Background: an optimization exercise with open tools, aiming at a short achievable clock period and few clock cycles. Do not read the settings as production practice. At most, simulation tests tie the RTL to the original design; equivalence was not proved. Function not checked in run 8: the RTL went through the layout flow alone. Power and IR drop assume default switching activity.

`run.sh`:
```
#!/bin/bash
# synth_recipe.tcl (not shown) runs the flow's synth.tcl, then flattens the netlist and writes it again
# the make line also repeats each setting of config.mk as NAME=value (left out here)
make -C /OpenROAD-flow-scripts/flow DESIGN_CONFIG=/design/flow/config.mk WORK_HOME=/design/flow/orfs CLKGATE_MAP_FILE= SYNTH_SCRIPT=/design/flow/synth_recipe.tcl finish
```
`config.mk`:
```
export PLATFORM = sky130hd
export DESIGN_NAME = core
export DESIGN_NICKNAME = core
export VERILOG_FILES = /design/flow/design.v
export SDC_FILE = /design/flow/constraint.sdc
export NUM_CORES = 4
export LEC_CHECK = 0
export CAP_MARGIN = 20
export CORE_MARGIN = 2
export CORE_UTILIZATION = 40
export SETUP_SLACK_MARGIN = 3.5
export SLEW_MARGIN = 20
export SYNTH_HIERARCHICAL = 1
export SYNTH_MINIMUM_KEEP_SIZE = 0
export TNS_END_PERCENT = 100
```
`constraint.sdc`:
```
create_clock -name core_clock -period 6.0 [get_ports {clk}]
set_input_delay 1.2000 -clock core_clock [delete_from_list [all_inputs] [get_ports {clk}]]
set_output_delay 1.2000 -clock core_clock [all_outputs]
set_load 0.01 [all_outputs]
```
`design.v`:
```
module bitty_add16 (
    input  [15:0] a,
    input  [15:0] b,
    input         cin,
    output [15:0] s,
    output        cout
);
    wire [15:0] p = a ^ b;
    wire [15:0] g0 = a & b;
    wire [15:0] g1, p1, g2, p2, g3, p3, g4, p4;
    wire [15:0] gi = {g0[15:1], g0[0] | (p[0] & cin)};
    genvar i;
    generate
        for (i = 0; i < 16; i = i + 1) begin : l1
            if (i >= 1) begin : a1
                assign g1[i] = gi[i] | (p[i] & gi[i-1]);
                assign p1[i] = p[i] & p[i-1];
            end else begin : b1
                assign g1[i] = gi[i];
                assign p1[i] = p[i];
            end
        end
        for (i = 0; i < 16; i = i + 1) begin : l2
            if (i >= 2) begin : a2
                assign g2[i] = g1[i] | (p1[i] & g1[i-2]);
                assign p2[i] = p1[i] & p1[i-2];
            end else begin : b2
                assign g2[i] = g1[i];
                assign p2[i] = p1[i];
            end
        end
        for (i = 0; i < 16; i = i + 1) begin : l3
            if (i >= 4) begin : a3
                assign g3[i] = g2[i] | (p2[i] & g2[i-4]);
                assign p3[i] = p2[i] & p2[i-4];
            end else begin : b3
                assign g3[i] = g2[i];
                assign p3[i] = p2[i];
            end
        end
        for (i = 0; i < 16; i = i + 1) begin : l4
            if (i >= 8) begin : a4
                assign g4[i] = g3[i] | (p3[i] & g3[i-8]);
                assign p4[i] = p3[i] & p3[i-8];
            end else begin : b4
                assign g4[i] = g3[i];
                assign p4[i] = p3[i];
            end
        end
    endgenerate
    assign s    = p ^ {g4[14:0], cin};
    assign cout = g4[15];
endmodule
module bitty_carry16 (
    input  [15:0] a,
    input  [15:0] b,
    input         cin,
    output [15:0] c,
    output        cout
);
    wire [15:0] p = a ^ b;
    wire [15:0] g0 = a & b;
    wire [15:0] g1, p1, g2, p2, g3, p3, g4, p4;
    wire [15:0] gi = {g0[15:1], g0[0] | (p[0] & cin)};
    genvar i;
    generate
        for (i = 0; i < 16; i = i + 1) begin : l1
            if (i >= 1) begin : a1
                assign g1[i] = gi[i] | (p[i] & gi[i-1]);
                assign p1[i] = p[i] & p[i-1];
            end else begin : b1
                assign g1[i] = gi[i];
                assign p1[i] = p[i];
            end
        end
        for (i = 0; i < 16; i = i + 1) begin : l2
            if (i >= 2) begin : a2
                assign g2[i] = g1[i] | (p1[i] & g1[i-2]);
                assign p2[i] = p1[i] & p1[i-2];
            end else begin : b2
                assign g2[i] = g1[i];
                assign p2[i] = p1[i];
            end
        end
        for (i = 0; i < 16; i = i + 1) begin : l3
            if (i >= 4) begin : a3
                assign g3[i] = g2[i] | (p2[i] & g2[i-4]);
                assign p3[i] = p2[i] & p2[i-4];
            end else begin : b3
                assign g3[i] = g2[i];
                assign p3[i] = p2[i];
            end
        end
        for (i = 0; i < 16; i = i + 1) begin : l4
            if (i >= 8) begin : a4
                assign g4[i] = g3[i] | (p3[i] & g3[i-8]);
                assign p4[i] = p3[i] & p3[i-8];
            end else begin : b4
                assign g4[i] = g3[i];
                assign p4[i] = p3[i];
            end
        end
    endgenerate
    assign c    = {g4[14:0], cin};
    assign cout = g4[15];
endmodule
module bitty_geq16 (
    input  [15:0] x,
    input  [15:0] y,
    output        cout
);
    wire [15:0] g0 = x & y;
    wire [15:0] p0 = x | y;
    wire [7:0] g1, p1;
    wire [3:0] g2, p2;
    wire [1:0] g3, p3;
    genvar i;
    generate
        for (i = 0; i < 8; i = i + 1) begin : l1
            if (i == 0) begin : c0
                assign g1[i] = g0[1] | (p0[1] & (g0[0] | p0[0]));
                assign p1[i] = 1'b0;
            end else begin : cn
                assign g1[i] = g0[2*i+1] | (p0[2*i+1] & g0[2*i]);
                assign p1[i] = p0[2*i+1] & p0[2*i];
            end
        end
        for (i = 0; i < 4; i = i + 1) begin : l2
            assign g2[i] = g1[2*i+1] | (p1[2*i+1] & g1[2*i]);
            assign p2[i] = p1[2*i+1] & p1[2*i];
        end
        for (i = 0; i < 2; i = i + 1) begin : l3
            assign g3[i] = g2[2*i+1] | (p2[2*i+1] & g2[2*i]);
            assign p3[i] = p2[2*i+1] & p2[2*i];
        end
    endgenerate
    assign cout = g3[1] | (p3[1] & g3[0]);
endmodule
module core (
    input clk,
    input reset,
    output [11:0] imem_addr,
    input [15:0] imem_data,
    output wb_valid,
    output [2:0] wb_reg,
    output [15:0] wb_data
);
    localparam NT = 8;          
    reg [11:0] fa;              
    reg [11:0] fa_out;          
    reg        first;           
    reg        dv;              
    reg [11:0] dpc;             
    reg        dhit;            
    reg [3:0]  dmask;           
    reg        ev, e_alu, e_br;
    reg [2:0]  e_rx;
    reg [15:0] e_a, e_b;        
    reg [15:0] e_na, e_nb;      
    reg [15:0] e_bx;            
    reg        e_sub, e_ar;     
    reg [7:0]  e_op;            
    reg [1:0]  e_cond;
    reg [11:0] e_tgt, e_fall, e_pc;
    reg        e_hit;
    reg [3:0]  e_mask;
    reg        vv;              
    reg [3:0]  v_mask;
    reg [11:0] v_fall;
    reg        r_act, r_len;    
    reg [11:0] r_key;
    reg [3:0]  r_mask;
    reg        i_v;             
    reg [7:0]  i_sel;           
    reg        i_upd;           
    reg [11:0] i_key, i_del;
    reg [3:0]  i_mask;
    reg        w_v;
    reg [2:0]  w_rx;
    reg        k_v;
    reg [15:0] k_c;
    reg [15:0] R [0:7];
    reg [15:0] C;               
    reg [15:0] wbd;             
    reg        wbv;
    reg [2:0]  wbr;
    reg          tv    [0:NT-1];
    reg [11:0]   tkey  [0:NT-1];
    reg [11:0]   tdel  [0:NT-1];    
    reg [3:0]    tmask [0:NT-1];
    reg [2:0]    tptr;        
    assign imem_addr = fa_out;
    assign wb_valid  = wbv;
    assign wb_reg    = wbr;
    assign wb_data   = wbd;
    wire c_hi0 = ~|C[15:2];
    wire [3:0] ccls = {~c_hi0, c_hi0 & C[1] & ~C[0], c_hi0 & ~C[1] & C[0], c_hi0 & ~C[1] & ~C[0]};
    wire mis_v = vv & ~|(v_mask & ccls);
    wire [15:0] a = e_a;
    wire [15:0] b = e_b;
    wire [15:0] cy;
    wire        cy_out;
    bitty_carry16 u_cy (.a(a), .b(e_bx), .cin(e_sub), .c(cy), .cout(cy_out));
    wire [15:0] p_ab = a ^ e_bx;
    wire        ge, le;
    bitty_geq16 u_ge (.x(a), .y(e_nb), .cout(ge));    
    bitty_geq16 u_le (.x(b), .y(e_na), .cout(le));    
    wire        b_big = |b[15:4];
    wire [15:0] r_shl = b_big ? 16'd0 : (a << b[3:0]);
    wire [15:0] r_shr = b_big ? 16'd0 : (a >> b[3:0]);
    wire [15:0] r_cmp = {14'd0, ~ge, ~le};
    wire [15:0] oth = ({16{e_op[2]}} & (a & b))
                    | ({16{e_op[3]}} & (a | b))
                    | ({16{e_op[4]}} & (a ^ b))
                    | ({16{e_op[5]}} & r_shl)
                    | ({16{e_op[6]}} & r_shr)
                    | ({16{e_op[7]}} & r_cmp);
    wire [15:0] res0 = ({16{e_ar}} &  p_ab) | oth;    
    wire [15:0] res1 = ({16{e_ar}} & ~p_ab) | oth;    
    wire [15:0] res  = (cy & res1) | (~cy & res0);
    wire e_commit = ev & ~mis_v;
    wire do_alu   = e_commit & e_alu;
    wire ex_alu   = ev & e_alu;       
    wire [3:0] cond_oh = 4'd1 << e_cond;
    wire taken   = e_br & |(cond_oh[2:0] & ccls[2:0]);
    wire e_ok    = |(e_mask & ccls);
    wire mis_e   = e_commit & ~e_alu & (e_hit ? ~e_ok : taken);
    wire mis     = mis_v | mis_e;
    wire [11:0] raddr = mis_v ? v_fall : (taken ? e_tgt : e_fall);
    wire [3:0] k_br  = ~e_br ? 4'b1111 : (taken ? cond_oh : ~cond_oh);
    wire [3:0] k_grp = k_br & ((e_hit & e_ok) ? e_mask : 4'b1111);
    reg  [NT-1:0] m;            
    reg  [NT-1:0] u;            
    reg  [11:0]   t_del;
    reg  [3:0]    t_mask;
    integer k;
    always @(*) begin
        t_del = 12'd0;
        t_mask = 4'd0;
        for (k = 0; k < NT; k = k + 1) begin
            m[k] = tv[k] & (tkey[k] == fa);
            u[k] = tv[k] & (tkey[k] == r_key);
            t_del = t_del | ({12{m[k]}} & tdel[k]);
            t_mask = t_mask | ({4{m[k]}} & tmask[k]);
        end
    end
    wire        hit  = |m;
    wire [11:0] fa_next = mis ? raddr : (fa + 12'd1) ^ t_del;
    wire          install = e_commit & e_alu & r_act & r_len;
    wire          upd     = |u;
    wire [NT-1:0] wsel    = upd ? u : (8'd1 << tptr);
    wire [1:0] fmt = imem_data[1:0];
    wire [2:0] rx  = imem_data[15:13];
    wire [2:0] ry  = imem_data[12:10];
    wire [2:0] d_opc = imem_data[4:2];
    wire       ex_wr = ev & e_alu;    
    wire       fwd_a = ex_wr & (e_rx == rx);
    wire       fwd_b = ex_wr & (e_rx == ry) & ~fmt[0];
    wire [15:0] ra   = (w_v & (w_rx == rx)) ? C : R[rx];
    wire [15:0] rb   = fmt[0] ? {8'd0, imem_data[12:5]} : (w_v & (w_rx == ry)) ? C : R[ry];
    wire [15:0] d_a  = fwd_a ? res : ra;
    wire [15:0] d_b  = fwd_b ? res : rb;
    wire       d_sub = (d_opc == 3'd1) | (d_opc == 3'd7);
    wire [15:0] a1   = fwd_a ? res1 : ra;
    wire [15:0] a0   = fwd_a ? res0 : ra;
    wire [15:0] b1   = fwd_b ? res1 : rb;
    wire [15:0] b0   = fwd_b ? res0 : rb;
    wire [15:0] bx1  = b1 ^ {16{d_sub}};
    wire [15:0] bx0  = b0 ^ {16{d_sub}};
    integer i;
    always @(posedge clk or posedge reset) begin
        if (reset) begin
            fa <= 12'd0; dv <= 1'b0; first <= 1'b1;
            ev <= 1'b0;
            vv <= 1'b0;
            r_act <= 1'b0;
            i_v <= 1'b0;
            k_v <= 1'b0;
            w_v <= 1'b0;
            for (i = 0; i < 8; i = i + 1) R[i] <= 16'h0001;
            C <= 16'h0001;
            wbv <= 1'b0;
            for (i = 0; i < NT; i = i + 1) tv[i] <= 1'b0;
            tptr <= 0;
        end else begin
            first  <= 1'b0;
            fa     <= first ? 12'd0 : fa_next;
            dv     <= ~mis & ~first;
            ev     <= dv & ~mis;
            wbv <= do_alu;
            if (ex_alu)
                C <= res;
            else if (k_v)
                C <= k_c;
            k_v <= mis_v & ex_alu;
            w_v <= do_alu;
            if (w_v) R[w_rx] <= C;
            vv     <= do_alu & e_hit;
            if (e_commit) r_act <= 1'b1;
            i_v <= install;
            if (i_v) begin
                for (i = 0; i < NT; i = i + 1)
                    if (i_sel[i]) tv[i] <= 1'b1;
                if (!i_upd) tptr <= tptr + 1'b1;
            end
        end
    end
    always @(posedge clk) begin
        dpc    <= fa;
        dhit   <= hit;
        dmask  <= t_mask;
        e_alu  <= ~fmt[1];
        e_br   <= (fmt == 2'b10) & (imem_data[3:2] != 2'b11);
        e_rx   <= rx;
        e_a    <= (cy & a1) | (~cy & a0);
        e_b    <= (cy & b1) | (~cy & b0);
        e_nb   <= ~((cy & b1) | (~cy & b0));
        e_na   <= ~((cy & a1) | (~cy & a0));
        e_bx   <= (cy & bx1) | (~cy & bx0);
        e_sub  <= d_sub;
        e_ar   <= ~d_opc[2] & ~d_opc[1];
        e_op   <= 8'd1 << d_opc;
        e_cond <= imem_data[3:2];
        e_tgt  <= imem_data[15:4];
        e_fall <= dpc + 12'd1;
        e_pc   <= dpc;
        e_hit  <= dhit;
        e_mask <= dmask;
        wbr    <= e_rx;
        fa_out <= first ? 12'd0 : fa_next;
        if (ex_alu) wbd <= res;
        v_mask <= e_mask;
        v_fall <= e_fall;
        k_c    <= C;
        w_rx   <= e_rx;
        i_key  <= r_key;
        i_del  <= e_pc ^ (r_key + 12'd1);
        i_mask <= r_mask;
        i_sel  <= wsel;
        i_upd  <= upd;
        if (i_v) begin
            for (i = 0; i < NT; i = i + 1)
                if (i_sel[i]) begin
                    tkey[i]  <= i_key;
                    tdel[i]  <= i_del;
                    tmask[i] <= i_mask;
                end
        end
        if (e_commit) begin
            if (e_alu) begin
                r_len  <= 1'b0;
                r_key  <= e_pc;
                r_mask <= 4'b1111;
            end else begin
                r_len  <= 1'b1;
                if (!r_act) r_key <= e_pc;
                r_mask <= (r_act ? r_mask : 4'b1111) & k_grp;
            end
        end
    end
endmodule
```
==> impl_metrics.ini, run 1 <==
[status]
status = no timing/DRC/antenna violations

[global_routing]
grt_pass1_wl_um = 157000
grt-ovfl-total = 0
antenna_found_initial = 2
grt_usage_pct = 25.7
grt_max_degree = 143
grt_pass1_vias = 23800

[flow_run]
drv_cap = 0

[floorplan]
ios = 50
chipHeight_um = 284
rows = 102
die_w_um = 284
dieArea_sq_um = 80900
initial_utilization_pct = 40.5
coreArea_sq_um = 77600

[synthesis]
syn_inst = 2677
synth_nets = 2752
ys.warnings.count = 12
syn_avg_cell_area_sq_um = 11.8
synth_area_sq_um = 31500

[sta]
hold_slack_ns = 0.326
slew_violations = 0
rsz0062_at_grt = true
final.period_utilization_pct = 50.2
hold_violations = 0
timing.setup.tns_ns = 0
setup_viol = 0
period_minus_slack_ns = 3.01
relSlewSlack_pct = 32.6
finClkSkew_ns = 0.0239
fmax_ghz = 0.332
tightest_slew_ns = 1.01

[clock_tree]
cts_buffers = 72
h-tree-depth = 3
clock_latency_ns = 0.64
cts.path.max_buffers = 3
clock-root-buffer = clkbuf_16
clock-sinks = 666
cts_hold_buf = 0
path_clk_slew_ns = 0.06
cts_tree = yes

[layout]
mostFrequentLayoutCells = edfxtp_1 (257), buf_4 (205), dfxtp_1 (190)
drive_above_1_share_pct = 34.5
nets = 2984
final_common_cell = edfxtp_1
area_growth_pct = 27.7

[pwr]
ir_drop_uv = 251
p_leak_nw = 15.1
power.density_nw_per_um2 = 346

[route]
drc_errors = 0
via_per_inst = 6.04
detail_route.iter0.violations = 2695
vias = 24200
drt-total-wl_um = 108000
ant_nets = 0
wl_per_cell_um = 26.9
dr.pass1.iters = 8

[critical_path]
cp_max_fo = 4
path_class = reg -> reg
crit_path_end_kind = flop
startpoint_type = flop
required_ns = 6.51
arrival_ns = 3.52

[place]
gp_congestion = 0.957
hpwl_um = 67900
port_buffers = 49

[worst_hold_path]
hold_path_class = reg -> reg
[worst max-delay path: stages, from the launching register on]
cell	delay, ns
dfxtp_4	0.36
ha_4	0.26
a21o_4	0.11
nand4_1	0.16
buf_4	0.19
a21oi_4	0.20
o211ai_1	0.19
a31oi_1	0.24
xnor3_1	0.20
o2111ai_2	0.13
a31oi_1	0.19
o211ai_2	0.20
buf_6	0.19
mux2_4	0.26
[layer usage]
metal | global-route usage (%) | vias to the layer above | routed length [um]
met5 | 0 | - | 0
met4 | 11.8 | 0 | 5830
met3 | 4.02 | 339 | 7920
met2 | 43.0 | 1281 | 51900
met1 | 32.8 | 12200 | 42200
li1 | - | 10400 | -
[through the flow]
stage	utilization, %	power (mW)	instance area, sq um	instances	setup WS, ns
5_1_grt	51.8	14.4	40200	4009	2.92
6_report	51.8	13.9	40200	4010	2.99
4_1_cts	49.9	13.7	38700	3961	3.09
2_1_floorplan	-	7.63	32000	2677	2.57
3_5_place_dp	42.8	8.54	33200	3633	2.01
3_3_place_gp	42.7	8.47	33200	3632	1.96
[power breakdown]
group / total, mW / internal (mW) / switching, mW
registers: 6.06 / 5.35 / 0.719
clock network: 4.62 / 2.72 / 1.89
logic: 3.23 / 1.57 / 1.66
[timing repair]
| item | 4_1_cts | 5_1_grt |
|---|---|---|
| setup endpoints to repair | 210 | 163 |
| pin swaps | 104 | 89 |
| buffers inserted | 191 | 47 |
| resized for setup | 381 | 189 |
| endpoints found under the hold margin | 0 | 0 |
| cloned | 3 | 1 |
[path summary, 6_finish.rpt]
path	depth (start not counted)	to	startpoint	slack, ns
max in group asynchronous	3	C[9]	reset	3.79
worst min-delay path	0	e_hit	dhit	0.33
worst max register to register	13	e_a[11]	e_a[0]	2.99
worst min register to register	0	e_hit	dhit	0.33
worst max-delay path	13	e_a[11]	e_a[0]	2.99
min in group asynchronous	2	tv[4]	reset	0.96
[flip-flops by register name (all words and copies together), names as in the netlist, 16 cells and up]
register,flops
wbd,16
e_a,16
e_nb,16
k_c,16
tmask,32
e_b,16
C,16
tdel,96
e_na,16
R,128
e_bx,16
tkey,96
[layout make-up]
| class | count | area [sq um] |
|---|---|---|
| antenna | 1 | 2.50 |
| clock inverter | 32 | 372 |
| multi-input combinational | 1727 | 15700 |
| clock buffer | 102 | 2100 |
| inverter | 100 | 398 |
| fill | 6599 | 37400 |
| timing repair buffer | 342 | 3370 |
| sequential | 666 | 17000 |
| tap | 1040 | 1300 |
Testbench counts, summed over its fixed seeds: cycles 66,324.
==> run 2: changes to the inputs <==
--- a/config.mk
+++ b/config.mk
@@ -6,4 +6,5 @@
 export NUM_CORES = 4
 export LEC_CHECK = 0
+export ABC_AREA = 1
 export CAP_MARGIN = 20
 export CORE_MARGIN = 2
@@ -11,5 +12,3 @@
 export SETUP_SLACK_MARGIN = 3.5
 export SLEW_MARGIN = 20
-export SYNTH_HIERARCHICAL = 1
-export SYNTH_MINIMUM_KEEP_SIZE = 0
 export TNS_END_PERCENT = 100
==> impl_metrics.ini, run 2 <==
[critical_path]
cp_max_fo = 4
slowest_stage = dfrtp_2
crit_family = flip-flops
crit_path_end_kind = primary output
slowest_delay_ns = 0.49
worstPathCellList = buf_6
startpoint_type = flop
path_class = reg -> out
required_ns = 4.80
crit_buf_inv = 1
arrival_ns = 1.28

[layout]
mostFrequentLayoutCells = nand2_1 (1,161), inv_1 (392), nor2_1 (267), nand3_1 (267), edfxtp_1 (257)
fin_util_pct = 48.0
largest_reg_flops = 128
final_common_cell = nand2_1
design_area_sq_um = 38500
antenna_cells = 0
nets = 4147
nFillCells = 7784
regArea_sq_um = 16800
reg_top3 = R: 128 flops, tdel: 96 flops, tkey: 96 flops
drive_above_1_share_pct = 13.3
multi_input_area_sq_um = 13800
area_growth_pct = 19.5
regMostFlops = R

[synthesis]
synth.top_cell.area_share_pct = 24.0
synth_edf_count = 257
ys.flop_type = edfxtp_1
seq_area_frac_synth_pct = 52.1
synthTopCellsByCount = nand2_1 (1,185), inv_1 (417), nor2_1 (311)
ys.warnings.count = 6
synth.area.top_cells = edfxtp_1 (24%), dfxtp_1 (15%), nand2_1 (14%), dfrtp_1 (13%), inv_1 (4.9%)
syn_inst = 3911
syn_avg_cell_area_sq_um = 8.24
ys_types = 61
synth_area_sq_um = 32200
synth_top_area_cell = edfxtp_1
ys_ff_latch = 666
synth_nets = 3986
async_flop_share_pct = 26.3
yosysMostFrequentCell = nand2_1

[global_routing]
grt_pass1_wl_um = 174000
grt_usage_pct = 28.2
antenna_found_initial = 1
grt_max_degree = 101
grt_pass1_vias = 27000
grt-ovfl-total = 0

[sta]
final.period_utilization_pct = 41.4
finClkSkew_ns = 0.0418
relSlewSlack_pct = 29.1
rsz0062_at_grt = true
fmax_ghz = 0.402
tightest_slew_ns = 1.06
period_minus_slack_ns = 2.48
timing.setup.tns_ns = 0
slew_violations = 0
setup_ws_ns = 3.52
hold_violations = 0
setup_viol = 0

[place]
gp_congestion = 0.963
post_dp_cell_area_sq_um = 33800
pre_cts_slack_ns = 1.98
port_buffers = 49
hpwl_um = 79300

[pwr]
totalPowerFinal_mw = 12.6
p_leak_nw = 17.0
power.density_nw_per_um2 = 326
ir_drop_uv = 309

[route]
drc_errors = 0
detail_route.iter0.violations = 3077
dr.pass1.iters = 5
vias = 28300
drt-total-wl_um = 119000
via_per_inst = 5.44
wl_per_cell_um = 22.8
ant_nets = 0

[clock_tree]
clock_latency_ns = 0.66
cts_tree = yes
clock-sinks = 666
h-tree-depth = 3
cts_hold_buf = 0
clock-root-buffer = clkbuf_16
cts.path.max_buffers = 3
cts_buffers = 73
path_clk_slew_ns = 0.06

[worst_hold_path]
hold_path_class = reg -> reg

[flow_run]
drv_cap = 0

[floorplan]
coreArea_sq_um = 80200
initial_utilization_pct = 40.2
chipHeight_um = 288
dieArea_sq_um = 82800
die_w_um = 288
rows = 104
ios = 50

[status]
status = no timing/DRC/antenna violations
-- run 2: cell families after synthesis --
logic type	Yosys count	synth area share, %
buffers and inverters	584	7.34
AO/OA/AOI/OAI	559	10.4
XOR/XNOR	95	2.58
adder cells (fa/ha/maj)	57	2.21
other	1	0.0116
flip-flops	666	52.1
AND/OR/NAND/NOR	1949	25.3
-- run 2: cell type report --
type / count / area share (%)
Sequential cell: 666 / 43.7
Multi-Input combinational cell: 2663 / 35.7
Timing Repair Buffer: 228 / 5.94
Clock buffer: 101 / 5.39
Inverter: 439 / 4.60
Tap cell: 1060 / 3.44
Clock inverter: 34 / 1.18
Timing Repair inverter: 1 / 0.0195
-- run 2: path summary, 6_finish.rpt --
check	endpoint	depth (start not counted)	slack, ns	start
min	e_mask[3]	0	0.33	dmask[3]
max in group asynchronous	C[11]	3	4.24	reset
max	wb_valid	1	3.52	wbv
min reg2reg	e_mask[3]	0	0.33	dmask[3]
max reg2reg	fa[0]	19	3.52	fa[2]
min in group asynchronous	R[5][2]	3	1.12	reset
-- run 2: power by group --
| part | internal, mW | switching (mW) | leakage (nW) |
|---|---|---|---|
| combinational | 0.720 | 1.40 | 9.20 |
| sequential | 5.23 | 0.471 | 6.54 |
| clock | 2.76 | 1.98 | 1.24 |
| total | 8.72 | 3.84 | 17.0 |
-- run 2: timing repair --
action                     in CTS  in global routing
buffers inserted              104                 30
pin swaps                      29                 55
resized for setup             205                142
cloned                          4                  4
setup endpoints to repair     207                155
-- run 2: metal layers --
layer	routed length (um)	track usage, %	share of wire [%]
met1	49000	37.1	41
met2	54200	45.3	46
met3	8760	4.54	7.4
met4	6620	13.9	5.6
met5	13	0	0.011
-- run 2: through the flow --
stage                     std cells  hold slack, ns
after floorplan                3911           0.310
after global placement         4915           0.311
after detailed placement       4915           0.312
after CTS                      5158           0.326
after global routing           5192           0.332
final                          5192           0.325
==> run 3: changes to the inputs <==
--- a/design.v
+++ b/design.v
@@ -149,4 +149,5 @@
     reg [11:0] fa;              
     reg [11:0] fa_out;          
+    reg [11:0] fa_cn;           
     reg        first;           
     reg        dv;              
@@ -176,5 +177,6 @@
     reg [11:0] i_key, i_del;
     reg [3:0]  i_mask;
-    reg        w_v;
+    reg        w_vn;            
+    wire       w_v = ~w_vn;
     reg [2:0]  w_rx;
     reg        k_v;
@@ -239,5 +241,5 @@
         t_mask = 4'd0;
         for (k = 0; k < NT; k = k + 1) begin
-            m[k] = tv[k] & (tkey[k] == fa);
+            m[k] = tv[k] & (tkey[k] == ~fa_cn);
             u[k] = tv[k] & (tkey[k] == r_key);
             t_del = t_del | ({12{m[k]}} & tdel[k]);
@@ -277,5 +279,5 @@
             i_v <= 1'b0;
             k_v <= 1'b0;
-            w_v <= 1'b0;
+            w_vn <= 1'b1;
             for (i = 0; i < 8; i = i + 1) R[i] <= 16'h0001;
             C <= 16'h0001;
@@ -294,5 +296,5 @@
                 C <= k_c;
             k_v <= mis_v & ex_alu;
-            w_v <= do_alu;
+            w_vn <= ~do_alu;
             if (w_v) R[w_rx] <= C;
             vv     <= do_alu & e_hit;
@@ -329,4 +331,5 @@
         wbr    <= e_rx;
         fa_out <= first ? 12'd0 : fa_next;
+        fa_cn  <= ~(first ? 12'd0 : fa_next);
         if (ex_alu) wbd <= res;
         v_mask <= e_mask;
==> impl_metrics.ini, run 3 <==
[status]
status = no timing/DRC/antenna violations

[sta]
hold_violations = 0
tightest_slew_ns = 1.08
slew_violations = 0
rsz0062_at_grt = true
period_minus_slack_ns = 2.46
setup_viol = 0
finClkSkew_ns = 0.0337
relSlewSlack_pct = 28.1
final.period_utilization_pct = 41.0
setup_ws_ns = 3.54
timing.setup.tns_ns = 0
fmax_ghz = 0.407

[route]
dr.pass1.iters = 6
drc_errors = 0
vias = 27200
ant_nets = 0
wl_per_cell_um = 22.0
detail_route.iter0.violations = 3212
via_per_inst = 5.49
drt-total-wl_um = 109000

[synthesis]
synth.area.top_cells = edfxtp_1 (24%), dfxtp_1 (15%), dfrtp_1 (13%), nand2_1 (12%), inv_1 (4.2%)
syn_avg_cell_area_sq_um = 8.60
ys_ff_latch = 679
synthTopCellsByCount = nand2_1 (984), inv_1 (359), nor2_1 (338)
ys.warnings.count = 6
synth_area_sq_um = 32000
synth_edf_count = 257
async_flop_share_pct = 25.9
synth.top_cell.area_share_pct = 24.1
syn_inst = 3723
ys.flop_type = edfxtp_1
yosysMostFrequentCell = nand2_1
ys_types = 63
seq_area_frac_synth_pct = 53.3
synth_nets = 3798
synth_top_area_cell = edfxtp_1

[critical_path]
required_ns = 4.80
crit_family = flip-flops
slowest_stage = edfxtp_1
arrival_ns = 1.26
slowest_delay_ns = 0.36
crit_path_end_kind = primary output
cp_max_fo = 1
crit_buf_inv = 1
worstPathCellList = dlygate4sd2_1
startpoint_type = flop
path_class = reg -> out

[pwr]
power.density_nw_per_um2 = 334
p_leak_nw = 16.1
ir_drop_uv = 281

[layout]
drive_above_1_share_pct = 13.0
nets = 3916
regArea_sq_um = 17100
nFillCells = 7631
mostFrequentLayoutCells = nand2_1 (972), inv_1 (333), nor2_1 (310)
reg_top3 = R: 128 flops, tdel: 96 flops, tkey: 96 flops
largest_reg_flops = 128
multi_input_area_sq_um = 13400
design_area_sq_um = 37700
final_common_cell = nand2_1
regMostFlops = R
area_growth_pct = 17.6

[clock_tree]
clock-root-buffer = clkbuf_16
cts.path.max_buffers = 3
cts_hold_buf = 0
h-tree-depth = 3
path_clk_slew_ns = 0.06
cts_tree = yes
clock_latency_ns = 0.64
clock-sinks = 679
cts_buffers = 76

[floorplan]
ios = 50
dieArea_sq_um = 82400
coreArea_sq_um = 79100
initial_utilization_pct = 40.5
rows = 103
die_w_um = 287
chipHeight_um = 287

[flow_run]
drv_cap = 0

[global_routing]
grt_max_degree = 149
antenna_found_initial = 1
grt_pass1_wl_um = 159000
grt_usage_pct = 25.7
grt_pass1_vias = 25200
grt-ovfl-total = 0

[place]
pre_cts_slack_ns = 1.90
hpwl_um = 73500
gp_congestion = 0.980
post_dp_cell_area_sq_um = 33400
port_buffers = 49

[worst_hold_path]
hold_path_class = reg -> reg
[run 3: cell types whose count changed in the layout (fill, tap and decap cells not counted), sizes merged, moves of 22 or more]
cell and change:
buf -48, inv -65, o21ai +42, o22ai -23
nand2 -198, nand3 -86, nor4 +22, o211ai +30
[run 3: per-stage QoR]
| stage | power, mW | hold WS [ns] | util (%) | cells |
|---|---|---|---|---|
| final | 12.6 | 0.329 | 47.6 | 4955 |
| after global routing | 13.1 | 0.335 | 47.6 | 4955 |
| after CTS | 12.5 | 0.328 | 46.2 | 4900 |
| after detailed placement | 7.70 | 0.314 | 42.2 | 4710 |
| after global placement | 7.69 | 0.311 | 42.2 | 4708 |
| after floorplan | 6.96 | 0.310 | - | 3723 |
[run 3: where the power goes]
part	switching [mW]	leakage, nW	internal (mW)	total (mW)
clock	1.96	1.25	2.78	4.74
sequential	0.476	6.66	5.32	5.79
combinational	1.35	8.16	0.705	2.05
[run 3: final cells by class]
type,count,area share (%)
clock inverters,36,1.00
clock buffers,105,5.78
flip-flops and latches,679,45.4
repair inverters,5,0.0997
multi-input cells,2522,35.6
inverters,376,4.04
diodes,1,0.00664
well taps,1050,3.49
repair buffers,181,4.57
[run 3: cell families after synthesis]
| family | synth area share, % |
|---|---|
| mux | 0.312 |
| other cells | 0.0117 |
| flops | 53.3 |
| fa+ha+maj | 2.23 |
| simple gates | 23.0 |
| xor+xnor | 2.49 |
| compound gates | 11.7 |
| buf+inv | 7.05 |
[run 3: final timing paths]
kind	startpoint	end	slack [ns]	cells after the start
min in group asynchronous	reset	R[7][6]	1.03	2
max reg2reg	e_b[1]	wbd[13]	3.58	11
max	wbd[13]	wb_data[13]	3.54	1
min reg2reg	dmask[2]	e_mask[2]	0.33	0
min	dmask[2]	e_mask[2]	0.33	0
max in group asynchronous	reset	wbv	3.72	3
[run 3: repair_timing]
action	4_1_cts	5_1_grt
endpoints found under the setup margin	223	263
setup buffers	46	44
pin swaps	7	23
gates resized for setup	169	171
gates cloned	3	10
[run 3: metal layers]
metal | vias up | GRT usage, % | wire [um]
met5 | - | 0 | 0
li1 | 12700 | - | -
met4 | 0 | 7.92 | 3150
met3 | 212 | 4.29 | 9560
met2 | 1324 | 38.7 | 46800
met1 | 13000 | 37.8 | 49700
Testbench counts of run 3, summed over its fixed seeds: cycles 66,324.
==> run 4: changes to the inputs <==
--- a/config.mk
+++ b/config.mk
@@ -10,5 +10,5 @@
 export CORE_MARGIN = 2
 export CORE_UTILIZATION = 40
-export SETUP_SLACK_MARGIN = 3.5
+export SETUP_SLACK_MARGIN = 4.1
 export SLEW_MARGIN = 20
 export TNS_END_PERCENT = 100
==> impl_metrics.ini, run 4 <==
[critical_path]
cp-startpoint = C[2]
crit_path_end_kind = flop
worstPathCellList = nor2_1 > nand2_1 > nor2_4 > nand2_4 > nand2_1 > nand2_1 > a21oi_2 > nand3_4 > buf_12 > buf_6 > clkinv_8 > a21oi_2 > nor2_1 > nand2_1 > nand2_2 > nor2_4
reg2reg_depth = 16
cp_max_fo = 7
cp_num_cells = 16
slowest_stage = dfrtp_1
startpoint_type = flop
reg2reg_from = C[2]
crit_buf_inv = 3
required_ns = 6.49
timing.critical_path.mode_cell = nand2_1
arrival_ns = 2.90
crit_family = simple AND/OR/NAND/NOR gates
slowest_delay_ns = 0.42
path_class = reg -> reg

[synthesis]
synth_nets = 3798
synthTopCellsByCount = nand2_1 (984), inv_1 (359), nor2_1 (338)
async_flop_share_pct = 25.9
syn_inst = 3723
ys.warnings.count = 6
yosysMostFrequentCell = nand2_1
synth.top_cell.area_share_pct = 24.1
synth_top_area_cell = edfxtp_1
synth.area.top_cells = edfxtp_1 (24%), dfxtp_1 (15%), dfrtp_1 (13%), nand2_1 (12%), inv_1 (4.2%)
ys_ff_latch = 679
syn_avg_cell_area_sq_um = 8.60
ys_types = 63
ys.flop_type = edfxtp_1
synth_edf_count = 257
seq_area_frac_synth_pct = 53.3
synth_area_sq_um = 32000

[sta]
timing.setup.tns_ns = 0
finClkSkew_ns = 0.0501
final.period_utilization_pct = 40.1
fmax_ghz = 0.416
setup_viol = 0
slew_violations = 0
tightest_slew_ns = 0.831
rsz0062_at_grt = true
period_minus_slack_ns = 2.41
hold_slack_ns = 0.326
setup_ws_ns = 3.59
relSlewSlack_pct = 44.5
hold_violations = 0

[layout]
largest_reg_flops = 128
regMostFlops = R
drive_above_1_share_pct = 31.3
stdcell_count = 5210
area_growth_pct = 36.4
design_area_sq_um = 43700
reg_top3 = R: 128 flops, tdel: 96 flops, tkey: 96 flops
nets = 4170
nFillCells = 6740
final_common_cell = nand2_1
mostFrequentLayoutCells = nand2_1 (821), inv_1 (286), nor2_1 (271)

[pwr]
p_leak_nw = 18.3
power.density_nw_per_um2 = 307
ir_drop_uv = 260

[floorplan]
chipHeight_um = 287
initial_utilization_pct = 40.5
ios = 50
die_w_um = 287
rows = 103
dieArea_sq_um = 82400
coreArea_sq_um = 79100

[global_routing]
grt-ovfl-total = 0
grt_pass1_wl_um = 176000
grt_pass1_vias = 27700
grt_usage_pct = 28.5
antenna_found_initial = 7
grt_max_degree = 78

[route]
detail_route.iter0.violations = 3344
ant_nets = 0
drc_errors = 0
vias = 29400
via_per_inst = 5.64
drt-total-wl_um = 121000
wl_per_cell_um = 23.3
dr.pass1.iters = 6

[place]
dpl.cell_count = 4705
gp_congestion = 0.954
post_dp_cell_area_sq_um = 33600
port_buffers = 49
pre_cts_slack_ns = 1.94
hpwl_um = 73700

[worst_hold_path]
whs_path_depth = 0
hold_path_class = reg -> reg
hp-start = dmask[0]

[status]
status = no timing/DRC/antenna violations

[flow_run]
drv_cap = 0

[clock_tree]
clock-sinks = 679
cts_hold_buf = 0
clock_latency_ns = 0.65
cts.path.max_buffers = 3
h-tree-depth = 3
cts_tree = yes
path_clk_slew_ns = 0.06
cts_buffers = 74
clock-root-buffer = clkbuf_16
-- run 4: cells by family (layout without fill, tap and decap cells) --
family | count (synthesis) | in the layout | synth area share [%]
DFF | 679 | 679 | 53.3
xor gates and xnor gates | 91 | 91 | 2.49
muxes | 10 | 10 | 0.312
and+or+nand+nor | 1734 | 1740 | 23.0
other | 1 | 6 | 0.0117
AOI/OAI and AO/OA | 626 | 627 | 11.7
buffers and inverters | 525 | 950 | 7.05
adders and majority gates | 57 | 57 | 2.23
-- run 4: area by class of cell --
| cell class | instances | area [sq um] | area share, % |
|---|---|---|---|
| flip-flops and latches | 679 | 17200 | 39.4 |
| multi-input cells | 2526 | 16400 | 37.6 |
| repair buffers | 426 | 4440 | 10.2 |
| clock buffers | 108 | 2070 | 4.74 |
| inverters | 376 | 1700 | 3.88 |
| well taps | 1050 | 1310 | 3.01 |
| clock inverters | 28 | 404 | 0.925 |
| repair inverters | 12 | 103 | 0.235 |
| diodes | 5 | 12.5 | 0.0286 |
-- run 4: what timing repair did --
item	CTS	global route
setup endpoints to repair	503	352
setup buffers	266	68
gates cloned	29	1
pin swaps	254	208
resized for setup	1043	309
-- run 4: power breakdown --
| group | total, mW | switching (mW) | internal (mW) |
|---|---|---|---|
| logic | 2.97 | 1.78 | 1.18 |
| clock network | 4.63 | 1.97 | 2.66 |
| registers | 5.83 | 0.505 | 5.33 |
| total | 13.4 | 4.26 | 9.17 |
-- run 4: stage by stage --
stage | utilization [%] | power (mW)
after global routing | 55.2 | 13.9
after global placement | 42.5 | 7.73
after CTS | 53.0 | 13.1
after floorplan | - | 7.01
after detailed placement | 42.5 | 7.74
final | 55.2 | 13.4
-- run 4: metal layers --
layer / up-vias / global-route usage (%) / routed length, um
met2: 1621 / 43.5 / 53200
met3: 381 / 5.93 / 12500
met1: 14100 / 39.8 / 50100
li1: 13200 / - / -
met4: 2 / 10.5 / 5260
met5: - / 0 / 13
-- run 4: path summary, 6_finish.rpt --
path                             end  slack, ns
min                        e_mask[0]       0.33
max reg2reg                    fa[0]       3.59
max                            fa[0]       3.59
min reg2reg                e_mask[0]       0.33
max in group asynchronous    R[3][7]       4.10
min in group asynchronous      tv[6]       1.25
-- run 4: worst register-to-register path, cell delays in order (launching register included) --
cell	delay [ns]
dfrtp_1	0.42
nor2_1	0.10
nand2_1	0.10
nor2_4	0.19
nand2_4	0.10
nand2_1	0.11
nand2_1	0.08
a21oi_2	0.20
nand3_4	0.15
buf_12	0.17
buf_6	0.12
clkinv_8	0.07
a21oi_2	0.04
nor2_1	0.14
nand2_1	0.11
nand2_2	0.11
nor2_4	0.05
==> run 5: changes to the inputs <==
--- a/config.mk
+++ b/config.mk
@@ -10,5 +10,5 @@
 export CORE_MARGIN = 2
 export CORE_UTILIZATION = 40
-export SETUP_SLACK_MARGIN = 4.1
+export SETUP_SLACK_MARGIN = 4.5
 export SLEW_MARGIN = 20
 export TNS_END_PERCENT = 100
==> impl_metrics.ini, run 5 <==
[layout]
stdcell_count = 5294
mostFrequentLayoutCells = nand2_1 (793), inv_1 (280), edfxtp_1 (257)
regMostFlops = R
area_growth_pct = 43.1
nets = 4253
nFillCells = 6515
drive_above_1_share_pct = 35.3
final_common_cell = nand2_1
largest_reg_flops = 128
fin_util_pct = 57.9
reg_top3 = R: 128 flops, tdel: 96 flops, tkey: 96 flops

[clock_tree]
cts.path.max_buffers = 3
clock-sinks = 679
cts_tree = yes
cts_hold_buf = 0
cts_buffers = 76
clock_latency_ns = 0.66
clock-root-buffer = clkbuf_16
path_clk_slew_ns = 0.06
h-tree-depth = 3

[sta]
setup_viol = 0
timing.setup.tns_ns = 0
rsz0062_at_grt = true
slew_violations = 0
finClkSkew_ns = 0.0566
relSlewSlack_pct = 29.3
period_minus_slack_ns = 2.50
setup_ws_ns = 3.50
final.period_utilization_pct = 41.6
tightest_slew_ns = 1.06
hold_violations = 0
fmax_ghz = 0.401

[critical_path]
crit_family = buffers and inverters
timing.rr.end = e_nb[15]
crit_buf_inv = 6
arrival_ns = 3.05
rrSetupSlack_ns = 3.50
cp_max_fo = 7
crit_path_end_kind = flop
reg2reg_depth = 13
slowest_stage = dfxtp_4
slowest_delay_ns = 0.41
required_ns = 6.55
worstPathCellList = buf_6 > buf_6 > clkinvlp_4 > o22ai_4 > nor3_2 > nand2_4 > inv_8 > a21oi_2 > nand4_1 > o211ai_1 > nand2_1 > buf_4 > inv_1
timing.critical_path.mode_cell = buf_6
path_class = reg -> reg
startpoint_type = flop
reg2reg_from = wbr[2]

[pwr]
p_leak_nw = 19.0
totalPowerFinal_mw = 13.9
ir_drop_uv = 265
power.density_nw_per_um2 = 303

[global_routing]
grt_max_degree = 60
grt_pass1_wl_um = 185000
grt_usage_pct = 30.1
grt-ovfl-total = 0
grt_pass1_vias = 28500
antenna_found_initial = 3

[synthesis]
synth_area_sq_um = 32000
ys.flop_type = edfxtp_1
synth_top_area_cell = edfxtp_1
synth_edf_count = 257
async_flop_share_pct = 25.9
yosysMostFrequentCell = nand2_1
synth.area.top_cells = edfxtp_1 (24%), dfxtp_1 (15%), dfrtp_1 (13%), nand2_1 (12%), inv_1 (4.2%)
syn_avg_cell_area_sq_um = 8.60
ys.warnings.count = 6
syn_inst = 3723
synth.top_cell.area_share_pct = 24.1
synthTopCellsByCount = nand2_1 (984), inv_1 (359), nor2_1 (338)
seq_area_frac_synth_pct = 53.3
ys_ff_latch = 679
ys_types = 63
synth_nets = 3798

[floorplan]
chipHeight_um = 287
coreArea_sq_um = 79100
dieArea_sq_um = 82400
ios = 50
rows = 103
initial_utilization_pct = 40.5
die_w_um = 287

[route]
detail_route.iter0.violations = 3769
dr.pass1.iters = 6
drc_errors = 0
vias = 30700
drt-total-wl_um = 134000
ant_nets = 0
wl_per_cell_um = 25.3
via_per_inst = 5.79

[status]
status = no timing/DRC/antenna violations

[place]
gp_congestion = 0.946
port_buffers = 49
dpl.cell_count = 4692
hpwl_um = 74700
pre_cts_slack_ns = 1.52

[worst_hold_path]
holdPathEnd = e_mask[0]
hold_path_class = reg -> reg
whs_path_depth = 0
hp-start = dmask[0]

[flow_run]
drv_cap = 0
==> run 5: cell counts after synthesis <==
No cell type changed its count.
==> run 5: cell families (layout without fill, tap and decap cells) <==
| group | after synthesis | count (layout) | synth area share (%) |
|---|---|---|---|
| flops | 679 | 679 | 53.3 |
| xor+xnor | 91 | 91 | 2.49 |
| mux | 10 | 10 | 0.312 |
| simple gates | 1734 | 1750 | 23.0 |
| fa+ha+maj | 57 | 57 | 2.23 |
| buf+inv | 525 | 1028 | 7.05 |
| compound gates | 626 | 626 | 11.7 |
| other cells | 1 | 3 | 0.0117 |
==> run 5: worst max-delay path by stage <==
stage	from	endpoint	slack [ns]	cells after the start
after global placement	imem_data[13]	e_na[1]	1.65	8
after detailed placement	imem_data[13]	e_na[4]	1.52	8
after global routing	C[14]	fa_out[8]	3.49	15
final	wbr[2]	e_nb[15]	3.50	13
after CTS	wbd[1]	wb_data[1]	3.56	1
after floorplan	reset	C[10]	2.56	1
==> run 5: per-stage QoR <==
| step | hold slack [ns] | area, sq um |
|---|---|---|
| after floorplan | 0.310 | 33400 |
| after global placement | 0.311 | 34200 |
| after detailed placement | 0.316 | 34200 |
| after CTS | 0.326 | 43700 |
| after global routing | 0.341 | 45800 |
| final | 0.320 | 45800 |
==> run 5: where the power goes <==
| group | switching (mW) | internal (mW) | leakage (nW) | total (mW) |
|---|---|---|---|---|
| logic | 1.87 | 1.24 | 11.1 | 3.11 |
| registers | 0.543 | 5.33 | 6.67 | 5.87 |
| clock network | 2.06 | 2.84 | 1.27 | 4.90 |
==> run 5: per-layer routing <==
metal / global-route usage [%] / vias to the layer above / part of all wire, %
li1: - / 13400 / -
met1: 42.3 / 14700 / 40
met2: 45.2 / 2018 / 43
met3: 6.22 / 530 / 12
met4: 12.3 / 4 / 5.8
met5: 0 / - / 0.017
==> run 5: area by class of cell <==
type / instances / area (sq um) / area share (%)
clock buffers: 102 / 2130 / 4.66
multi-input cells: 2535 / 17100 / 37.4
flip-flops and latches: 679 / 17200 / 37.6
repair buffers: 497 / 5640 / 12.3
clock inverters: 40 / 490 / 1.07
well taps: 1050 / 1310 / 2.87
inverters: 376 / 1800 / 3.93
repair inverters: 13 / 93.8 / 0.205
diodes: 2 / 5.00 / 0.0109
==> run 5: timing repair <==
action / CTS / global route
pin swaps: 329 / 242
gates cloned: 37 / 10
hold endpoints to repair: 0 / 0
buffers inserted: 332 / 79
setup endpoints to repair: 777 / 506
gates resized for setup: 1083 / 360
==> run 6: changes to the inputs <==
--- a/config.mk
+++ b/config.mk
@@ -10,5 +10,5 @@
 export CORE_MARGIN = 2
 export CORE_UTILIZATION = 40
-export SETUP_SLACK_MARGIN = 4.5
+export SETUP_SLACK_MARGIN = 3.8
 export SLEW_MARGIN = 20
 export TNS_END_PERCENT = 100
==> impl_metrics.ini, run 6 <==
[global_routing]
grt_usage_pct = 26.5
antenna_found_initial = 3
grt_pass1_wl_um = 164000
grt-ovfl-total = 0
grt_max_degree = 118
grt_pass1_vias = 25700

[pwr]
ir_drop_uv = 274
power.density_nw_per_um2 = 315
p_leak_nw = 17.4
totalPowerFinal_mw = 13.0

[critical_path]
cp-startpoint = C[12]
rrSetupSlack_ns = 3.57
startpoint_type = flop
timing.critical_path.mode_cell = nor2_4
slowest_delay_ns = 0.42
crit_path_end_kind = flop
slowest_stage = dfrtp_1
reg2reg_depth = 15
timing.rr.end = fa[6]
crit_family = simple AND/OR/NAND/NOR gates
required_ns = 6.55
worstPathCellList = nor2_1 > nand2_1 > nor2_4 > nand2_4 > nor2_4 > nand3_4 > nand3_4 > nand2_8 > nand2_4 > buf_6 > a21oi_4 > buf_12 > nand3_2 > nand2_2 > nor2_4
path_class = reg -> reg
crit_buf_inv = 2
arrival_ns = 2.98
cp_max_fo = 6
reg2reg_from = C[12]

[clock_tree]
path_clk_slew_ns = 0.06
cts_tree = yes
cts_buffers = 75
h-tree-depth = 3
cts.path.max_buffers = 3
clock_latency_ns = 0.67
clock-sinks = 679
clock-root-buffer = clkbuf_16

[layout]
mostFrequentLayoutCells = nand2_1 (904), inv_1 (315), nor2_1 (281)
nets = 4088
reg_top3 = R: 128 flops, tdel: 96 flops, tkey: 96 flops
area_growth_pct = 28.6
regMostFlops = R
largest_reg_flops = 128
final_common_cell = nand2_1
drive_above_1_share_pct = 24.7

[floorplan]
ios = 50
coreArea_sq_um = 79100
initial_utilization_pct = 40.5
rows = 103
die_w_um = 287
chipHeight_um = 287
dieArea_sq_um = 82400

[sta]
hold_slack_ns = 0.326
timing.setup.tns_ns = 0
hold_violations = 0
slew_violations = 0
fmax_ghz = 0.412
finClkSkew_ns = 0.0669
relSlewSlack_pct = 32.4
period_minus_slack_ns = 2.43
tightest_slew_ns = 1.01
final.period_utilization_pct = 40.4
rsz0062_at_grt = true
setup_viol = 0

[synthesis]
synth_nets = 3798
ys.flop_type = edfxtp_1
synth.top_cell.area_share_pct = 24.1
ys_types = 63
synthTopCellsByCount = nand2_1 (984), inv_1 (359), nor2_1 (338)
seq_area_frac_synth_pct = 53.3
async_flop_share_pct = 25.9
syn_inst = 3723
synth_area_sq_um = 32000
ys_ff_latch = 679
synth_top_area_cell = edfxtp_1
synth_edf_count = 257
syn_avg_cell_area_sq_um = 8.60
synth.area.top_cells = edfxtp_1 (24%), dfxtp_1 (15%), dfrtp_1 (13%), nand2_1 (12%), inv_1 (4.2%)
ys.warnings.count = 6
yosysMostFrequentCell = nand2_1

[route]
wl_per_cell_um = 22.5
vias = 28400
via_per_inst = 5.53
detail_route.iter0.violations = 3223
drt-total-wl_um = 116000
drc_errors = 0
dr.pass1.iters = 6
ant_nets = 0

[place]
hpwl_um = 74200
port_buffers = 49
gp_congestion = 0.963

[status]
status = no timing/DRC/antenna violations

[worst_hold_path]
hold_path_class = reg -> reg
hp-start = dmask[0]
whs_path_depth = 0
holdPathEnd = e_mask[0]

[flow_run]
drv_cap = 0
==> run 6: cell counts after synthesis <==
No cell type changed its count.
==> run 6: repair_timing <==
action	CTS	global route
buffers inserted	112	139
gates resized for setup	498	379
hold buffers	0	0
pin swaps	74	190
endpoints found under the setup margin	266	241
gates cloned	7	14
==> run 6: logic make-up (layout without fill, tap and decap cells) <==
kind of cell,count (synthesis),count (layout),synth area share [%]
AND/OR/NAND/NOR,1734,1737,23.0
flip-flops,679,679,53.3
AO/OA/AOI/OAI,626,627,11.7
buffers and inverters,525,874,7.05
XOR/XNOR,91,91,2.49
adder cells (fa/ha/maj),57,57,2.23
multiplexers,10,10,0.312
other,1,2,0.0117
==> run 6: worst max path at each step <==
stage                 end  slack, ns  cells past startpoint
2_1_floorplan       C[10]       2.56                      1
3_3_place_gp      e_bx[7]       2.03                     10
3_5_place_dp      e_a[11]       1.96                     10
4_1_cts        wb_data[0]       3.58                      1
5_1_grt             fa[6]       3.49                     15
6_report            fa[6]       3.57                     15
==> run 6: per-stage QoR <==
| stage | utilization, % | instance area [sq um] | setup slack (ns) | cells |
|---|---|---|---|---|
| final | 52.0 | 41200 | 3.57 | 5127 |
| after global routing | 52.0 | 41200 | 3.49 | 5126 |
| after CTS | 48.5 | 38400 | 3.58 | 4971 |
| after detailed placement | 42.5 | 33600 | 1.96 | 4712 |
| after global placement | 42.5 | 33600 | 2.03 | 4712 |
| after floorplan | - | 32500 | 2.56 | 3723 |
==> run 6: final cells by class <==
class                      count  area [sq um]
timing repair inverter         4          31.3
multi-input combinational   2523         14900
inverter                     376          1620
clock buffer                 113          2170
antenna                        1          2.50
sequential                   679         17200
fill                        7154         37900
clock inverter                27           332
tap                         1050          1310
timing repair buffer         354          3650
==> run 6: power by group <==
group	leakage [nW]	internal, mW	switching [mW]
clock	1.21	2.67	1.97
combinational	9.52	0.957	1.53
sequential	6.66	5.33	0.503
total	17.4	8.96	4.01
==> run 6: per-layer routing <==
metal  up-vias  routed length, um  share of wire [%]  track usage (%)
met2      1462              50600                 44             40.1
met4         4               4350                3.8             8.83
met1     13600              49900                 43             38.3
li1      13100                  -                  -                -
met3       264              10700                9.3             4.40
met5         -                 20              0.017                0
==> run 7: changes to the inputs <==
--- a/config.mk
+++ b/config.mk
@@ -9,6 +9,7 @@
 export CAP_MARGIN = 20
 export CORE_MARGIN = 2
-export CORE_UTILIZATION = 40
-export SETUP_SLACK_MARGIN = 3.8
+export CORE_UTILIZATION = 50
+export PLACE_DENSITY = 0.7
+export SETUP_SLACK_MARGIN = 3.6
 export SLEW_MARGIN = 20
 export TNS_END_PERCENT = 100
==> impl_metrics.ini, run 7 <==
[synthesis]
synth_area_sq_um = 32000
seq_area_frac_synth_pct = 53.3
synthAdderAreaFrac_pct = 2.23
yosysMostFrequentCell = nand2_1
synth_simple_gate_area_share_pct = 23.0
synth.top_cell.area_share_pct = 24.1
synth-xor-area-share_pct = 2.49
async_flop_share_pct = 25.9
synthMuxAreaShare_pct = 0.312
synth_compound_area_share_pct = 11.7
synth_edf_count = 257
synth_nets = 3798
syn_inst = 3723
ys_ff_latch = 679
synth_top_family_by_area = simple AND/OR/NAND/NOR gates
synth_top_area_cell = edfxtp_1
syn_avg_cell_area_sq_um = 8.60
synthTopCellsByCount = nand2_1 (984), inv_1 (359), nor2_1 (338)
ys.flop_type = edfxtp_1
ys_types = 63
synth.area.top_cells = edfxtp_1 (24%), dfxtp_1 (15%), dfrtp_1 (13%), nand2_1 (12%), inv_1 (4.2%)
ys.warnings.count = 6

[route]
dr.pass1.iters = 6
drc_errors = 0
via_per_inst = 5.90
wl_per_cell_um = 22.2
detail_route.iter0.violations = 3704
vias = 28100
drt-total-wl_um = 105000
ant_nets = 0

[clock_tree]
cts.path.max_buffers = 3
clock_latency_ns = 0.64
clock-sinks = 679
cts_hold_buf = 0
cts_tree = yes
cts_buffers = 71
h-tree-depth = 3
clock-root-buffer = clkbuf_16
path_clk_slew_ns = 0.06

[sta]
tightest_slew_ns = 1.07
hold_violations = 0
relSlewSlack_pct = 28.5
hold_slack_ns = 0.329
timing.setup.tns_ns = 0
final.period_utilization_pct = 41.5
fmax_ghz = 0.402
rsz0062_at_grt = true
period_minus_slack_ns = 2.49
slew_violations = 0
setup_viol = 0
finClkSkew_ns = 0.0412

[layout]
design_area_sq_um = 37900
nets = 3925
regMostFlops = R
drive_above_1_share_pct = 15.8
area_growth_pct = 18.2
mostFrequentLayoutCells = nand2_1 (951), inv_1 (329), nor2_1 (306)
final_common_cell = nand2_1
antenna_cells = 0
reg_top3 = R: 128 flops, tdel: 96 flops, tkey: 96 flops
largest_reg_flops = 128
nFillCells = 5329

[pwr]
power.density_nw_per_um2 = 329
ir_drop_uv = 216
totalPowerFinal_mw = 12.5
p_leak_nw = 16.2

[critical_path]
worstPathCellList = nor2_1 > nand2_1 > nor2_2 > buf_4 > a21boi_0 > nor2_1 > nand3_4 > a21oi_4 > buf_4 > nand2_2 > nand2_4 > nand2_1 > nand2_1 > nor2_2
cp_max_fo = 7
path_class = reg -> reg
timing.critical_path.mode_cell = nand2_1
crit_family = simple AND/OR/NAND/NOR gates
slowest_delay_ns = 0.44
required_ns = 6.49
arrival_ns = 2.98
crit_buf_inv = 2
crit_path_end_kind = flop
slowest_stage = dfrtp_2
startpoint_type = flop

[global_routing]
antenna_found_initial = 2
grt-ovfl-total = 0
grt_pass1_wl_um = 155000
grt_usage_pct = 30.7
grt_pass1_vias = 25500
grt_max_degree = 177

[floorplan]
ios = 50
rows = 92
coreArea_sq_um = 63200
dieArea_sq_um = 66100
initial_utilization_pct = 50.7
die_w_um = 257
chipHeight_um = 257

[place]
hpwl_um = 69300
gp_congestion = 0.995
port_buffers = 49
post_dp_cell_area_sq_um = 33300

[worst_hold_path]
hold_path_class = reg -> reg

[status]
status = no timing/DRC/antenna violations

[flow_run]
drv_cap = 0
run 7: through the flow:
step / util [%] / setup WS (ns) / instances
5_1_grt: 59.9 / 3.40 / 4755
3_3_place_gp: 52.7 / 2.04 / 4502
3_5_place_dp: 52.7 / 1.99 / 4502
6_report: 59.9 / 3.51 / 4755
2_1_floorplan: - / 2.56 / 3723
4_1_cts: 57.8 / 3.60 / 4696
run 7: worst paths after layout:
| kind | from | end | slack, ns | cells past startpoint |
|---|---|---|---|---|
| max | C[8] | fa_out[10] | 3.51 | 14 |
| max in group asynchronous | reset | C[15] | 3.93 | 3 |
| min in group asynchronous | reset | R[7][5] | 1.22 | 3 |
| min reg2reg | dhit | e_hit | 0.33 | 0 |
| min | dhit | e_hit | 0.33 | 0 |
| max reg2reg | C[8] | fa_out[10] | 3.51 | 14 |
run 7: logic make-up after synthesis:
logic type / count (synthesis)
AND/OR/NAND/NOR: 1734
flip-flops: 679
AO/OA/AOI/OAI: 626
buffers and inverters: 525
XOR/XNOR: 91
adder cells (fa/ha/maj): 57
multiplexers: 10
other: 1
run 7: layer usage:
metal  global-route usage [%]  part of all wire [%]  wire, um  up-vias
li1                         -                     -         -    12700
met1                     44.7                    42     44800    13300
met2                     45.8                    43     45600     1704
met3                     6.07                    11     11400      315
met4                     10.3                   3.4      3570        4
met5                        0                 0.024        25        -
run 7: final cells by class:
| cell class | instances | area, sq um | share of cell area (%) |
|---|---|---|---|
| Sequential cell | 679 | 17100 | 45.2 |
| Multi-Input combinational cell | 2521 | 13800 | 36.4 |
| Clock buffer | 99 | 2090 | 5.51 |
| Timing Repair Buffer | 198 | 1890 | 4.98 |
| Inverter | 376 | 1550 | 4.09 |
| Tap cell | 846 | 1060 | 2.80 |
| Clock inverter | 33 | 362 | 0.955 |
| Timing Repair inverter | 3 | 22.5 | 0.0595 |
run 7: power by group:
part / leakage, nW / switching [mW] / internal (mW)
registers: 6.66 / 0.480 / 5.32
logic: 8.33 / 1.36 / 0.715
clock network: 1.20 / 1.97 / 2.61
total: 16.2 / 3.81 / 8.65
run 7: repair_timing:
item	CTS	global route
cloned	4	4
buffers inserted	58	54
resized for setup	263	218
pin swaps	15	43
setup endpoints to repair	221	158
endpoints found under the hold margin	0	0
==> run 8: changes to the inputs <==
--- a/design.v
+++ b/design.v
@@ -53,12 +53,10 @@
 endmodule
 module bitty_carry16 (
-    input  [15:0] a,
-    input  [15:0] b,
+    input  [15:0] g0,           
+    input  [15:0] p,            
     input         cin,
     output [15:0] c,
     output        cout
 );
-    wire [15:0] p = a ^ b;
-    wire [15:0] g0 = a & b;
     wire [15:0] g1, p1, g2, p2, g3, p3, g4, p4;
     wire [15:0] gi = {g0[15:1], g0[0] | (p[0] & cin)};
@@ -160,4 +158,5 @@
     reg [15:0] e_na, e_nb;      
     reg [15:0] e_bx;            
+    reg [15:0] e_nbx;           
     reg        e_sub, e_ar;     
     reg [7:0]  e_op;            
@@ -203,5 +202,7 @@
     wire [15:0] cy;
     wire        cy_out;
-    bitty_carry16 u_cy (.a(a), .b(e_bx), .cin(e_sub), .c(cy), .cout(cy_out));
+    wire [15:0] g_ab = ~(e_na | e_nbx);
+    wire [15:0] t_ab = ~(e_na & e_nbx);
+    bitty_carry16 u_cy (.g0(g_ab), .p(t_ab), .cin(e_sub), .c(cy), .cout(cy_out));
     wire [15:0] p_ab = a ^ e_bx;
     wire        ge, le;
@@ -214,5 +215,5 @@
     wire [15:0] oth = ({16{e_op[2]}} & (a & b))
                     | ({16{e_op[3]}} & (a | b))
-                    | ({16{e_op[4]}} & (a ^ b))
+                    | ({16{e_op[4]}} & p_ab)
                     | ({16{e_op[5]}} & r_shl)
                     | ({16{e_op[6]}} & r_shr)
@@ -320,4 +321,5 @@
         e_na   <= ~((cy & a1) | (~cy & a0));
         e_bx   <= (cy & bx1) | (~cy & bx0);
+        e_nbx  <= ~((cy & bx1) | (~cy & bx0));
         e_sub  <= d_sub;
         e_ar   <= ~d_opc[2] & ~d_opc[1];
--- a/config.mk
+++ b/config.mk
@@ -9,7 +9,6 @@
 export CAP_MARGIN = 20
 export CORE_MARGIN = 2
-export CORE_UTILIZATION = 50
-export PLACE_DENSITY = 0.7
-export SETUP_SLACK_MARGIN = 3.6
+export CORE_UTILIZATION = 40
+export SETUP_SLACK_MARGIN = 3.9
 export SLEW_MARGIN = 20
 export TNS_END_PERCENT = 100
==> impl_metrics.ini, run 8 <==
[critical_path]
slowest_stage = dfrtp_2
required_ns = 6.54
arrival_ns = 2.91
slowest_delay_ns = 0.45
timing.critical_path.mode_cell = nand2_8
startpoint_type = flop
worstPathCellList = nor2_2 > nand2_2 > nor2_4 > nand2_4 > nor2_8 > nand3_4 > nand3_4 > nand2_8 > nand2_8 > nand2_8 > buf_4 > nand3_2 > nand2_2 > nor2_4
path_class = reg -> reg
crit_path_end_kind = flop
cp_max_fo = 6

[route]
drt-total-wl_um = 116000
vias = 28900
wl_per_cell_um = 22.1
via_per_inst = 5.50
drc_errors = 0
detail_route.iter0.violations = 2959
dr.pass1.iters = 6
ant_nets = 0

[sta]
finClkSkew_ns = 0.0376
rsz0062_at_grt = true
tightest_slew_ns = 1.05
period_minus_slack_ns = 2.37
relSlewSlack_pct = 30.1
fmax_ghz = 0.421
setup_ws_ns = 3.63
final.period_utilization_pct = 39.5
slew_violations = 0
timing.setup.tns_ns = 0
hold_violations = 0
setup_viol = 0
hold_slack_ns = 0.309

[layout]
nFillCells = 7243
design_area_sq_um = 42200
final_common_cell = nand2_1
largest_reg_flops = 128
area_growth_pct = 30.7
regMostFlops = R
nets = 4149
fin_util_pct = 52.6
antenna_cells = 0
mostFrequentLayoutCells = nand2_1 (990), inv_1 (316), nand3_1 (286)
regArea_sq_um = 17400
reg_top3 = R: 128 flops, tdel: 96 flops, tkey: 96 flops
stdcell_count = 5245
multi_input_area_sq_um = 14900
drive_above_1_share_pct = 25.3

[synthesis]
synth_area_sq_um = 32300
synth.area.top_cells = edfxtp_1 (24%), dfxtp_1 (16%), nand2_1 (13%), dfrtp_1 (13%), nand3_1 (5.6%)
synthMuxAreaShare_pct = 0
synth_edf_count = 257
ys_ff_latch = 694
seq_area_frac_synth_pct = 53.8
synth_top_family_by_area = simple AND/OR/NAND/NOR gates
syn_avg_cell_area_sq_um = 8.43
async_flop_share_pct = 25.4
synth_compound_area_share_pct = 10.8
synth-xor-area-share_pct = 2.93
synthTopCellsByCount = nand2_1 (1,121), nand3_1 (363), inv_1 (354)
synth_top_area_cell = edfxtp_1
ys_types = 64
synthAdderAreaFrac_pct = 0.349
ys.warnings.count = 6
yosysMostFrequentCell = nand2_1
synth_simple_gate_area_share_pct = 25.1
synth_nets = 3855
ys.flop_type = dfxtp_1
synth.top_cell.area_share_pct = 23.9
syn_inst = 3828

[place]
post_dp_cell_area_sq_um = 33900
dpl.cell_count = 4803
pre_cts_slack_ns = 1.78
hpwl_um = 73400
port_buffers = 49
gp_congestion = 0.945

[global_routing]
grt_usage_pct = 27.3
grt_max_degree = 83
grt-ovfl-total = 0
antenna_found_initial = 3
grt_pass1_vias = 27000
grt_pass1_wl_um = 170000

[pwr]
p_leak_nw = 18.1
ir_drop_uv = 246
totalPowerFinal_mw = 13.2
power.density_nw_per_um2 = 312

[floorplan]
ios = 50
dieArea_sq_um = 82900
rows = 104
die_w_um = 288
coreArea_sq_um = 80200
chipHeight_um = 288
initial_utilization_pct = 40.3

[worst_hold_path]
hold_path_class = reg -> reg

[clock_tree]
cts_tree = yes
cts_hold_buf = 0
path_clk_slew_ns = 0.06
cts.path.max_buffers = 3
clock-sinks = 694
clock_latency_ns = 0.64
clock-root-buffer = clkbuf_16
cts_buffers = 76
h-tree-depth = 3

[status]
status = no timing/DRC/antenna violations

[flow_run]
drv_cap = 0
==> run 8: area by class of cell <==
type | count | area share, %
Timing Repair inverter | 8 | 0.178
Clock inverter | 38 | 1.01
Sequential cell | 694 | 41.4
Multi-Input combinational cell | 2598 | 35.4
Tap cell | 1060 | 3.15
Inverter | 382 | 4.19
Clock buffer | 103 | 5.18
Timing Repair Buffer | 362 | 9.46
==> run 8: kinds of logic after synthesis <==
group	Yosys count
AOI/OAI and AO/OA	589
xor gates and xnor gates	108
buffers and inverters	542
adders and majority gates	9
and+or+nand+nor	1885
other	1
DFF	694
==> run 8: worst max-delay path, delay by kind of cell (launching register included) <==
family	cells	cell delay (ns)
flip-flops	1	0.45
AND/OR/NAND/NOR	13	1.65
buffers and inverters	1	0.17
==> run 8: worst paths after layout <==
check                              start   endpoint  slack, ns  cells after the start
worst max-delay path                C[2]  fa_out[5]       3.63                     14
min in group asynchronous          reset    tptr[2]       0.96                      2
max in group asynchronous          reset    R[6][0]       4.05                      3
worst min-delay path            dmask[0]  e_mask[0]       0.31                      0
worst max register to register      C[2]  fa_out[5]       3.63                     14
worst min register to register  dmask[0]  e_mask[0]       0.31                      0
==> run 8: repair_timing <==
action,CTS,global route
pin swaps,133,164
cloned,21,10
resized for setup,587,314
endpoints found under the setup margin,470,225
setup buffers,185,85
==> run 8: routing by layer <==
metal  track usage [%]  vias up  part of all wire [%]
met5                 0        -                 0.018
met4              11.0        4                   4.1
met3              4.92      286                   8.9
met2              43.9     1446                    46
met1              36.3    13800                    41
li1                  -    13300                     -
==> run 8: power by group <==
part	internal [mW]	switching [mW]	total (mW)
clock network	2.88	2.03	4.91
logic	0.868	1.49	2.35
registers	5.43	0.483	5.91

[re-timing with driven ports]
Ports are ideal in the flow. The routed layouts listed here were re-timed in OpenROAD. Step 1 sets driving cells, clkbuf_16 on the clock port and buf_2 on the other inputs (assumed; they add their load-dependent delay and slew). Step 2, shift: input delay + t, output delay - t, t = (earliest + latest rising clock arrival at the registers) / 2. This alone moves slack from input paths to output paths. Three values: ideal, step 1, step 2; two values: the first two.
| run | t, ns | setup slack, ns | hold slack, ns | latest minus earliest clock arrival (ns) | slew at the worst register clock pin (ns) |
|---|---|---|---|---|---|
| run 1 | 0.681 | 2.990 / 2.990 / 2.484 | 0.326 / 0.326 / 0.326 | 0.027 / 0.027 | 0.07 / 0.07 |
| run 2 | 0.707 | 3.515 / 3.449 / 2.851 | 0.325 / 0.325 / 0.325 | 0.052 / 0.051 | 0.07 / 0.07 |
| run 3 | 0.681 | 3.543 / 3.482 / 2.831 | 0.329 / 0.329 / 0.329 | 0.035 / 0.035 | 0.06 / 0.06 |
| run 4 | 0.699 | 3.595 / 3.537 / 3.010 | 0.326 / 0.326 / 0.326 | 0.052 / 0.052 | 0.07 / 0.07 |
| run 5 | 0.696 | 3.503 / 3.503 / 2.828 | 0.320 / 0.320 / 0.320 | 0.057 / 0.057 | 0.08 / 0.08 |
| run 6 | 0.695 | 3.574 / 3.553 / 2.898 | 0.326 / 0.326 / 0.326 | 0.071 / 0.071 | 0.07 / 0.07 |
| run 7 | 0.678 | 3.510 / 3.510 / 2.939 | 0.329 / 0.329 / 0.329 | 0.044 / 0.043 | 0.07 / 0.07 |
| run 8 | 0.690 | 3.627 / 3.583 / 2.942 | 0.309 / 0.309 / 0.309 | 0.039 / 0.039 | 0.07 / 0.07 |
After both steps every run listed still meets setup and hold. For run 3, which loses most, drivers alone change the setup slack by -0.061 ns; drivers and shift together by -0.712 ns.
